From an optimization exercise on the open Yosys and OpenROAD flow, aimed at small area, a short achievable clock period and few clock cycles per item; shortcuts taken in it are not production practice.
RTL that was checked went through simulation tests only; none was proved equivalent to the original.
No activity file was given, so power comes from the tool's default toggle rates.

## try-yarrow
==> flow/design.v (excerpt) <==
module multiplier(
	input logic clk,
	input logic rst,
	input logic start_flag,
	input logic[15:0] a,
	input logic[15:0] b,
	output logic[31:0] result,
	output logic status
	);
	logic two2;
	logic y5;
	logic y7;
	logic y9;
	logic y11;
	logic y13;
	logic y15;
	logic y17;
	logic y19;
	logic y21;
	logic y23;
	logic y25;
	logic y27;
	logic y29;
	logic y31;
	logic y33;
	logic y35;
	logic pp37;
	logic pp39;
	logic pp41;
	logic pp43;
	logic pp45;
	logic pp47;
	logic pp49;
	logic pp51;
	logic pp53;
	logic pp55;
	logic pp57;
	logic pp59;
	logic pp61;
	logic pp63;
	logic pp65;
	logic pp67;
	logic pp69;
	logic one71;
	logic two72;
	logic cb73;
	logic y77;
	logic y79;
	logic y81;
	logic y83;
	logic y85;
	logic y87;
	logic y89;
	logic y91;
	logic y93;
	logic y95;
	logic y97;
	logic y99;
	logic y101;
	logic y103;
	logic y105;
	logic y107;
	logic pp109;
	logic pp111;
	logic pp113;
	logic pp115;
	logic pp117;
	logic pp119;
	logic pp121;
	logic pp123;
	logic pp125;
	logic pp127;
	logic pp129;
	logic pp131;
	logic pp133;
	logic pp135;
	logic pp137;
	logic pp139;
	logic pp141;
	logic one143;
	logic two144;
	logic cb145;
	logic y149;
	logic y151;
	logic y153;
	logic y155;
	logic y157;
	logic y159;
	logic y161;
	logic y163;
	logic y165;
	logic y167;
	logic y169;
	logic y171;
	logic y173;
	logic y175;
	logic y177;
	logic y179;
	logic pp181;
	logic pp183;
	logic pp185;
	logic pp187;
	logic pp189;
	logic pp191;
	logic pp193;
	logic pp195;
	logic pp197;
	logic pp199;
	logic pp201;
	logic pp203;
	logic pp205;
	logic pp207;
	logic pp209;
	logic pp211;
	logic pp213;
	logic one215;
	logic two216;
	logic cb217;
	logic y221;
	logic y223;
	logic y225;
	logic y227;
	logic y229;
	logic y231;
	logic y233;
	logic y235;
	logic y237;
	logic y239;
	logic y241;
	logic y243;
	logic y245;
	logic y247;
	logic y249;
	logic y251;
	logic pp253;
	logic pp255;
	logic pp257;
	logic pp259;
	logic pp261;
  ...
export LEC_CHECK = 0
export CAP_MARGIN = 20
export CORE_MARGIN = 2
export CORE_UTILIZATION = 70
export GPL_ROUTABILITY_DRIVEN = 0
export GPL_TIMING_DRIVEN = 1
export SETUP_SLACK_MARGIN = 0.4
export SLEW_MARGIN = 20
export SYNTH_HIERARCHICAL = 1
create_clock -name core_clock -period 4.0 [get_ports {clk}]
standard.sh (not shown) runs the stock make flow with config.mk's settings and CLKGATE_MAP_FILE= SYNTH_SCRIPT=/design/flow/synth_recipe.tcl, a recipe that flattens the netlist after the stock synthesis.
==> flow/flow/run.sh <==
#!/bin/bash
set -euo pipefail
cd "$(dirname "$0")/.."
export BUFFER_PORTS_ARGS="-buffer_cell sky130_fd_sc_hd__buf_2"
bash standard.sh > make.log 2>&1
Testbench counts of try-yarrow, summed over its fixed seeds: cycles 1,608, items 1,600.
## Diff of input files: try-tundra against try-yarrow
Settings: changing SETUP_SLACK_MARGIN from 0.4 to 0.5; removing GPL_ROUTABILITY_DRIVEN (formerly 0).
[summary]
Lower finished layout cell area was reported by try-yarrow, not try-tundra. Startpoint-to-endpoint class of the critical path: register to primary output -> try-yarrow, input pin to register -> try-tundra. Non-filler instance count after layout is higher on try-tundra. try-tundra vs try-yarrow on final hold slack: try-tundra is the lower one. try-tundra reports its worst setup path endpoint as q17_1$_DFF_P_ while try-yarrow reports result[31].
Inputs modified between try-tundra and try-onyx:
Settings: changing SETUP_SLACK_MARGIN from 0.5 to 0.4.
==> flow/flow/run.sh <==
#!/bin/bash
set -euo pipefail
cd "$(dirname "$0")/.."
export BUFFER_PORTS_ARGS="-buffer_cell sky130_fd_sc_hd__buf_1"
bash standard.sh > make.log 2>&1
### Flow results
Of the two values seen for slowest library cell on the worst path, ha_1 was produced by try-onyx and fa_1 by try-tundra.
Relative to try-tundra, count of buffers added by post-CTS timing repair for setup decreased by 2 in try-onyx.
[compare] base=try-tundra new=try-onyx: clock network power moved up, post-route cell area went down 0.55%, non-clock buffer count saw an increase.
Summary of try-onyx over try-tundra: total routing usage reported by global routing down 0.58 points, fmax went down 0.0059 GHz, sequential share of layout area did not really move, final-layout clock buffer total now smaller, total overflow reported by the global router did not really move.
Here is what was changed in the inputs of try-quartz compared with try-onyx.
Settings: SETUP_SLACK_MARGIN changed from 0.4 to 0.3; CORE_UTILIZATION changed from 70 to 80.
==> flow/flow/run.sh <==
#!/bin/bash
set -euo pipefail
cd "$(dirname "$0")/.."
export BUFFER_PORTS_ARGS="-buffer_cell sky130_fd_sc_hd__buf_2"
bash standard.sh > make.log 2>&1
## What came out
try-quartz completed every stage of the flow, and the final layout passed the timing, design-rule and antenna checks.
In try-quartz, the utilization came out 7.6 points above the value in try-onyx.
Going from try-onyx to try-quartz, clock period minus final worst setup slack went up by 0.11 ns; post-route clock period utilization +2.6 points; highest achievable clock rate lost 2.9%.
[inputs] try-pepper vs try-quartz
Settings: swapping 80 for 70 in CORE_UTILIZATION.
### Flow results
- Final-layout clock-cell area share of try-pepper is on par with try-quartz.
- Diff try-quartz and try-pepper: maximum single-stage delay on the critical path higher in try-pepper
- try-pepper reports a lower routed wire length than try-quartz does.
- Compared with try-quartz, try-pepper shows sequential power that has gone down slightly.
- try-pepper vs try-quartz on non-filler instance count after layout: try-pepper is the higher one.
- For cell area after layout, try-quartz and try-pepper come out practically identical.
- Total congestion overflow: try-quartz vs try-pepper, no meaningful difference
- Timing, DRC, antenna: 0 failures across try-quartz and try-pepper
- The register clock-pin slew on the reported worst setup and hold paths on try-quartz is in line with that on try-pepper.
- Path type of the worst setup path = input pin to register: try-pepper; path type of the worst setup path = register to primary output: try-quartz
- Summary of try-pepper over try-quartz: die span in y grew by 6.6%; worst setup slack grew by 0.079 ns; number of enable flip-flop cells after synthesis held steady.
## Diff of input files: try-garnet against try-pepper
Settings: SETUP_SLACK_MARGIN changed from 0.3 to 0.2.
## What came out
Total global-route track usage across try-pepper and try-garnet: no real change.
Changes observed in try-garnet relative to try-pepper: fmax decreased 0.015 GHz, total non-filler cell area in the finished layout decreased 0.30%.
try-garnet vs try-pepper on logic depth of the worst setup path including buffers: try-garnet is the lower one.
Diff try-pepper..try-garnet | number of pins with negative max-slew slack in the final report | unchanged
Changes observed in try-garnet relative to try-pepper: end-of-flow core utilization shrank by 0.24 points, number of buffers inserted by hold repair at cts ~0 delta, biggest cell delay along the critical path +0.24 ns, part of the total power dissipated in the clock network shows no meaningful change.

---

multiplier, a different RTL version from the one above (not shown whole).
Size: roughly 650 cells after synthesis, ~68 I/O pins, roughly 7300 sq um of cells after synthesis.
export LEC_CHECK = 0
export CAP_MARGIN = 20
export CORE_MARGIN = 2
export CORE_UTILIZATION = 70
export GPL_TIMING_DRIVEN = 1
export SETUP_SLACK_MARGIN = 0.3
export SLEW_MARGIN = 20
export SYNTH_HIERARCHICAL = 1
create_clock -name core_clock -period 4.0 [get_ports {clk}]
==> flow/flow/run.sh <==
#!/bin/bash
set -euo pipefail
cd "$(dirname "$0")/.."
export BUFFER_PORTS_ARGS="-buffer_cell sky130_fd_sc_hd__buf_2"
bash standard.sh > make.log 2>&1
Testbench counts at the start, summed over its fixed seeds: cycles 1,608, items 1,600.
==> next run, changes <==
- CORE_UTILIZATION: 70 -> 40
- GPL_TIMING_DRIVEN: 1 -> 0
- SETUP_SLACK_MARGIN: 0.3 -> unset
After rerunning: The changed run finished clean. Worst setup slack loses 0.20 ns. Synthesized cell count stays the same. Die area went up by 72%. Combinational power came out higher by 14%. Sequential power barely changes. Synthesized area is unchanged. Global-route usage is lower by 15 points.
==> next run, changes <==
- SETUP_SLACK_MARGIN: unset -> 0.6
Outcome:
- clock-buffer cell count shrinks by 5
- sequential power is about the same
- via count grows by a few percent
- critical path depth rises by 1
- worst hold slack hardly moves
- clock power rises by roughly a tenth
==> next run, changes <==
- SETUP_SLACK_MARGIN: 0.6 -> 0.3
=>
- core utilization decreases by 2.1 points
- sequential cell count stays the same
- area after synthesis stays the same
- maximum frequency decreases by 1.2%
- synthesized cell count does not change
- cell area decreases by 4.1%
- via count decreases by 5.1%
- routed wire length decreases by 5.9%
- count of clock-buffer cells in the layout increases by 3
- final cell count decreases by 2.1%
- non-clock buffer count decreases by 19
==> next run, changes <==
- CORE_UTILIZATION: 40 -> 70
- SETUP_SLACK_MARGIN: 0.3 -> unset
=>
- sequential cell count does not change
- area after synthesis does not change
- total power goes down by 8.2%
- design area went down by 7.8%

---

## run A
multiplier, a different RTL version from the one above (not shown whole).
For scale: about 770 cells after synthesis, roughly 62 flip-flops, about 68 I/O pins.
Settings: LEC_CHECK=0, CAP_MARGIN=20, CORE_MARGIN=2, CORE_UTILIZATION=40, SLEW_MARGIN=20, SYNTH_HIERARCHICAL=1; clock period 4.0 ns.
run.sh (not shown) runs the stock make flow with config.mk's settings and CLKGATE_MAP_FILE= SYNTH_SCRIPT=/design/flow/synth_recipe.tcl, a recipe that flattens the netlist after the stock synthesis.
Stock flow here: none of the scripts above is used.
Having completed the whole flow, run A delivered a layout that passed the timing, design-rule and antenna checks.
Changes in run B relative to run A:
- GPL_TIMING_DRIVEN now 0, previously not set
Results
On final non-filler cell area, the higher figure sits with run A, not run B. Clock edge transition at the registers on the reported setup and hold paths of run B is on par with run A. Worst setup slack: lower on run B. ~same total combinational power in run A and run B. Run B: final critical delay including setup and external delays is 0.028 ns higher than what run A reported. Comparing share of the final layout cell area in sequential cells for run A and run B, the smaller number came from run A. Sort run A and run B by power density normalized to cell area, descending, and run B comes first.
diff inputs: run B => run C
==> flow/flow/run.sh (new file) <==
#!/bin/bash
set -euo pipefail
cd "$(dirname "$0")/.."
export BUFFER_PORTS_ARGS="-buffer_cell sky130_fd_sc_hd__buf_2"
bash standard.sh > make.log 2>&1
==> flow/standard.sh (new file) <==
#!/bin/bash
# synth_recipe.tcl (not shown) runs the flow's synth.tcl, then flattens the netlist and writes it again
# the make line also repeats each setting of config.mk as NAME=value (left out here)
make -C /OpenROAD-flow-scripts/flow DESIGN_CONFIG=/design/flow/config.mk WORK_HOME=/design/flow/orfs CLKGATE_MAP_FILE= SYNTH_SCRIPT=/design/flow/synth_recipe.tcl "${@:-finish}"
removed: flow/run.sh
Findings:
- Compared with run B, in run C detailed placement HPWL about even; global-route usage over all layers fell 0.83 points.
- Between run C and run B, global-route wire length before repair is higher for run B, run C comes in under that.
- A endpoint of the most critical setup path of q19_1$_DFF_P_ is what run B shows, while q16_1$_DFF_P_ belongs to run C.
- As far as portion of the clock cycle consumed by the worst path in the final layout is concerned, run B and run C perform about the same.
- Run B → run C: register bit count reported by yosys was more or less identical; fraction of layout cells with a size suffix above 1 went down by 0.78 points.
No functional check of the RTL was part of any run of this note.

---

Another version of the RTL of multiplier (not shown whole).
For scale: about 62 flip-flops, about 68 I/O pins, ~8700 µm² of cells after synthesis.
Settings: LEC_CHECK=0, ABC_AREA=1, CAP_MARGIN=20, CORE_MARGIN=2, CORE_UTILIZATION=40, SLEW_MARGIN=20; clock period 4.0 ns.
Stock flow here: none of the scripts above is used.
==> next run, changes <==
ABC_AREA = not set   (was 1)
Cell count rises by 24%.
Wire length went up by about 37%.
Final area climbs by 21%.
==> next run, changes <==
ABC_CLOCK_PERIOD_IN_PS = 2500   (was not set)
After rerunning: Sequential power is about the same. Wire length stays the same. Count of clock-buffer cells in the layout stays the same. Total power stays the same.
Function was not checked in any run of this note: the RTL went through the layout flow alone.

---

north:
RTL: one of the versions met above, not the one the previous note started from.
For scale: about 58 flip-flops, about 68 I/O pins, about 0.0071 mm2 of cells after synthesis.
export LEC_CHECK = 0
export CAP_MARGIN = 20
export CORE_MARGIN = 2
export CORE_UTILIZATION = 70
export GPL_TIMING_DRIVEN = 1
export PLACE_DENSITY = 0.8
export SETUP_SLACK_MARGIN = 0.4
export SLEW_MARGIN = 20
export SYNTH_HIERARCHICAL = 1
create_clock -name core_clock -period 4.0 [get_ports {clk}]
standard.sh (not shown) runs the stock make flow with config.mk's settings and CLKGATE_MAP_FILE= SYNTH_SCRIPT=/design/flow/synth_recipe.tcl, a recipe that flattens the netlist after the stock synthesis.
==> flow/flow/run.sh <==
#!/bin/bash
set -euo pipefail
cd "$(dirname "$0")/.."
export BUFFER_PORTS_ARGS="-buffer_cell sky130_fd_sc_hd__buf_2"
bash standard.sh > make.log 2>&1
north: PASS, flow complete, no timing, DRC or antenna violations
Testbench counts of north, summed over its fixed seeds: cycles 1,608, items 1,600.
Edits applied to the flow inputs when going from north to south:
Settings: CTS_CLUSTER_SIZE now 30, previously not set; PLACE_DENSITY no longer set, was 0.8; CTS_BUF_LIST now sky130_fd_sc_hd__clkbuf_4 sky130_fd_sc_hd__clkbuf_8, previously not set; SETUP_SLACK_MARGIN now 0.3, was 0.4.
### Flow results
south completed end to end with timing, DRC and antenna clean. The lower global routing met3 resource utilization came out of south. Timing endpoint of the critical path: q17_1 -> south, q15_1 -> north. The setup slack of south is smaller than that of north. Route | south vs north | wire longer in south. Sequential share of layout area across south and north: no real change. north has a higher layout overhead on the synthesized area than south. [south vs north] cell area: lower in south. Sort south and north by clock-cell share of area, ascending, and north comes first.
Relative to south, the following input files were edited for east:
Settings: clearing CTS_CLUSTER_SIZE, which used to be 30; clearing CTS_BUF_LIST, which used to be sky130_fd_sc_hd__clkbuf_4 sky130_fd_sc_hd__clkbuf_8; swapping 0.3 for 0.4 in SETUP_SLACK_MARGIN.
==> comparison <==
Per the comparison of east with south, design area went up by 0.55%, aggregate routed wire length dropped 290 um, number of signal-net buffers in the layout picked up an extra 3, sequential portion of the cell area barely changed, detailed-routed wire length on met2 decreased 2.5%. Re number of buffer and inverter stages on the critical path: east and south aren't equal, and the higher value belongs to east.
### east -> west
Settings: SETUP_SLACK_MARGIN now 0.3, was 0.4.
==> flow/flow/run.sh <==
#!/bin/bash
set -euo pipefail
cd "$(dirname "$0")/.."
export BUFFER_PORTS_ARGS="-buffer_cell sky130_fd_sc_hd__buf_1"
bash standard.sh > make.log 2>&1
--- outcome ---
- Going from east to west, post-layout instance area grew slightly.
- west ended with more maximum number of pins on one net before global-route repair than east.
- The final cell count in west sits 14 above the value recorded for east.
- Lower overall routing resource usage among east and west: east
- Re leakage power summed over all cells: west is 2.0% down on east.
- west ended up with a lower sum of internal, switching and leakage power than east did.
- east and west ended up with nearly the same fraction of area in registers.
- west: ratio of cells with drive above 1 in the final layout is 8.2 points lower than what east reported.

---

## job 1247
multiplier with an RTL version that a note above also has.
Size: roughly 650 cells after synthesis, ~62 flip-flops, roughly 0.0073 sq mm of cells after synthesis.
export LEC_CHECK = 0
export CAP_MARGIN = 20
export CORE_MARGIN = 2
export CORE_UTILIZATION = 40
export CTS_BUF_LIST = sky130_fd_sc_hd__clkbuf_2 sky130_fd_sc_hd__clkbuf_4
export GPL_TIMING_DRIVEN = 0
export SETUP_SLACK_MARGIN = 0.3
export SLEW_MARGIN = 20
export SYNTH_HIERARCHICAL = 1
create_clock -name core_clock -period 4.0 [get_ports {clk}]
==> flow/flow/run.sh <==
#!/bin/bash
set -euo pipefail
cd "$(dirname "$0")/.."
export BUFFER_PORTS_ARGS="-buffer_cell sky130_fd_sc_hd__buf_2"
bash standard.sh > make.log 2>&1
Testbench counts of job 1247, summed over its fixed seeds: cycles 1,608, items 1,600.
Changes in job 4540 relative to job 1247:
-- flow/config.mk --
<<< job 1247, line 8
export CAP_MARGIN = 20
export CORE_MARGIN = 2
export CORE_UTILIZATION = 40
export CTS_BUF_LIST = sky130_fd_sc_hd__clkbuf_2 sky130_fd_sc_hd__clkbuf_4
export GPL_TIMING_DRIVEN = 0
export SETUP_SLACK_MARGIN = 0.3
>>> job 4540, line 8
export CAP_MARGIN = 20
export CORE_MARGIN = 2
export CORE_UTILIZATION = 70
export GPL_TIMING_DRIVEN = 0
export SETUP_SLACK_MARGIN = 0.3
--- outcome ---
Relative to job 1247, met2 track demand over resource in global routing has gone up in job 4540. [job 4540] worst-case hold slack rose 0.10 ns relative to job 1247. Diff job 1247 -> job 4540 | number of core rows | decrease of about 24%. Job 1247 ended up with q3_0$_DFF_P_ as its launching element of the worst setup path; job 4540 ended up with q5_1$_DFF_P_.

-- re-timing with driven ports --
In the flow no input, the clock included, has a driving cell. The finished layouts below were timed again as built, in two steps. Step 1, drivers: a clkbuf_16 drives clk and a buf_2 each remaining input, both assumed. Step 2 also shifts input and output timing later by t, the mid clock arrival at the registers, as if the neighbouring blocks saw the same clock. a / b / c = no drivers / after step 1 / after step 2; a / b = the first two.
| run | t (ns) | slack for setup (ns) | worst hold slack (ns) | latest minus earliest clock arrival (ns) | pins driven straight from the clock port |
|---|---|---|---|---|---|
| try-yarrow | 0.381 | 0.491 / 0.456 / 0.126 | 0.221 / 0.210 / 0.591 | 0.014 / 0.014 | 1 |
| try-tundra | 0.395 | 0.548 / 0.521 / 0.167 | 0.206 / 0.194 / 0.589 | 0.013 / 0.014 | 1 |
| try-onyx | 0.387 | 0.477 / 0.442 / 0.113 | 0.194 / 0.191 / 0.578 | 0.013 / 0.014 | 1 |
| try-quartz | 0.385 | 0.371 / 0.338 / 0.028 | 0.203 / 0.192 / 0.576 | 0.012 / 0.013 | 1 |
| try-pepper | 0.398 | 0.451 / 0.429 / 0.067 | 0.195 / 0.184 / 0.581 | 0.014 / 0.013 | 1 |
| try-garnet | 0.392 | 0.253 / 0.267 / -0.125 | 0.200 / 0.187 / 0.579 | 0.016 / 0.016 | 1 |
| the first run of note 2 | 0.390 | 0.355 / 0.322 / 0.111 | 0.200 / 0.188 / 0.578 | 0.007 / 0.008 | 1 |
| the second run of note 2 | 0.381 | 0.151 / 0.107 / -0.206 | 0.222 / 0.199 / 0.580 | 0.008 / 0.008 | 1 |
| the third run of note 2 | 0.382 | 0.428 / 0.385 / 0.253 | 0.222 / 0.201 / 0.582 | 0.010 / 0.009 | 1 |
| the fourth run of note 2 | 0.379 | 0.385 / 0.376 / 0.026 | 0.224 / 0.205 / 0.584 | 0.010 / 0.010 | 1 |
| the fifth run of note 2 | 0.386 | 0.137 / 0.100 / -0.217 | 0.207 / 0.194 / 0.580 | 0.008 / 0.008 | 1 |
| run A | 0.365 | 0.085 / 0.089 / -0.269 | 0.609 / 0.592 / 0.957 | 0.010 / 0.010 | 1 |
| run B | 0.353 | 0.056 / 0.067 / -0.286 | 0.619 / 0.606 / 0.959 | 0.010 / 0.010 | 1 |
| run C | 0.356 | 0.053 / 0.067 / -0.289 | 0.244 / 0.228 / 0.584 | 0.010 / 0.010 | 1 |
| the first run of note 4 | 0.357 | 0.075 / 0.091 / -0.266 | 0.608 / 0.596 / 0.953 | 0.012 / 0.012 | 1 |
| the second run of note 4 | 0.359 | 0.131 / 0.103 / -0.210 | 0.618 / 0.601 / 0.961 | 0.007 / 0.007 | 1 |
| the third run of note 4 | 0.359 | 0.131 / 0.103 / -0.210 | 0.618 / 0.601 / 0.961 | 0.007 / 0.007 | 1 |
| north | 0.394 | 0.513 / 0.477 / 0.137 | 0.208 / 0.195 / 0.589 | 0.015 / 0.016 | 1 |
| south | 0.388 | 0.397 / 0.411 / 0.023 | 0.210 / 0.198 / 0.586 | 0.015 / 0.015 | 1 |
| east | 0.394 | 0.513 / 0.477 / 0.137 | 0.208 / 0.195 / 0.589 | 0.015 / 0.016 | 1 |
| west | 0.386 | 0.393 / 0.394 / 0.008 | 0.194 / 0.186 / 0.572 | 0.009 / 0.009 | 1 |
| job 1247 | 0.486 | 0.283 / 0.246 / -0.110 | 0.101 / 0.088 / 0.574 | 0.021 / 0.021 | 1 |
| job 4540 | 0.392 | 0.353 / 0.315 / 0.004 | 0.202 / 0.187 / 0.578 | 0.013 / 0.013 | 1 |
With both steps, setup timing fails in 10 of these runs, where it was met with ideal ports. The setup slack of job 1247, which loses most, moves by -0.037 ns with the drivers and by -0.393 ns with both steps.
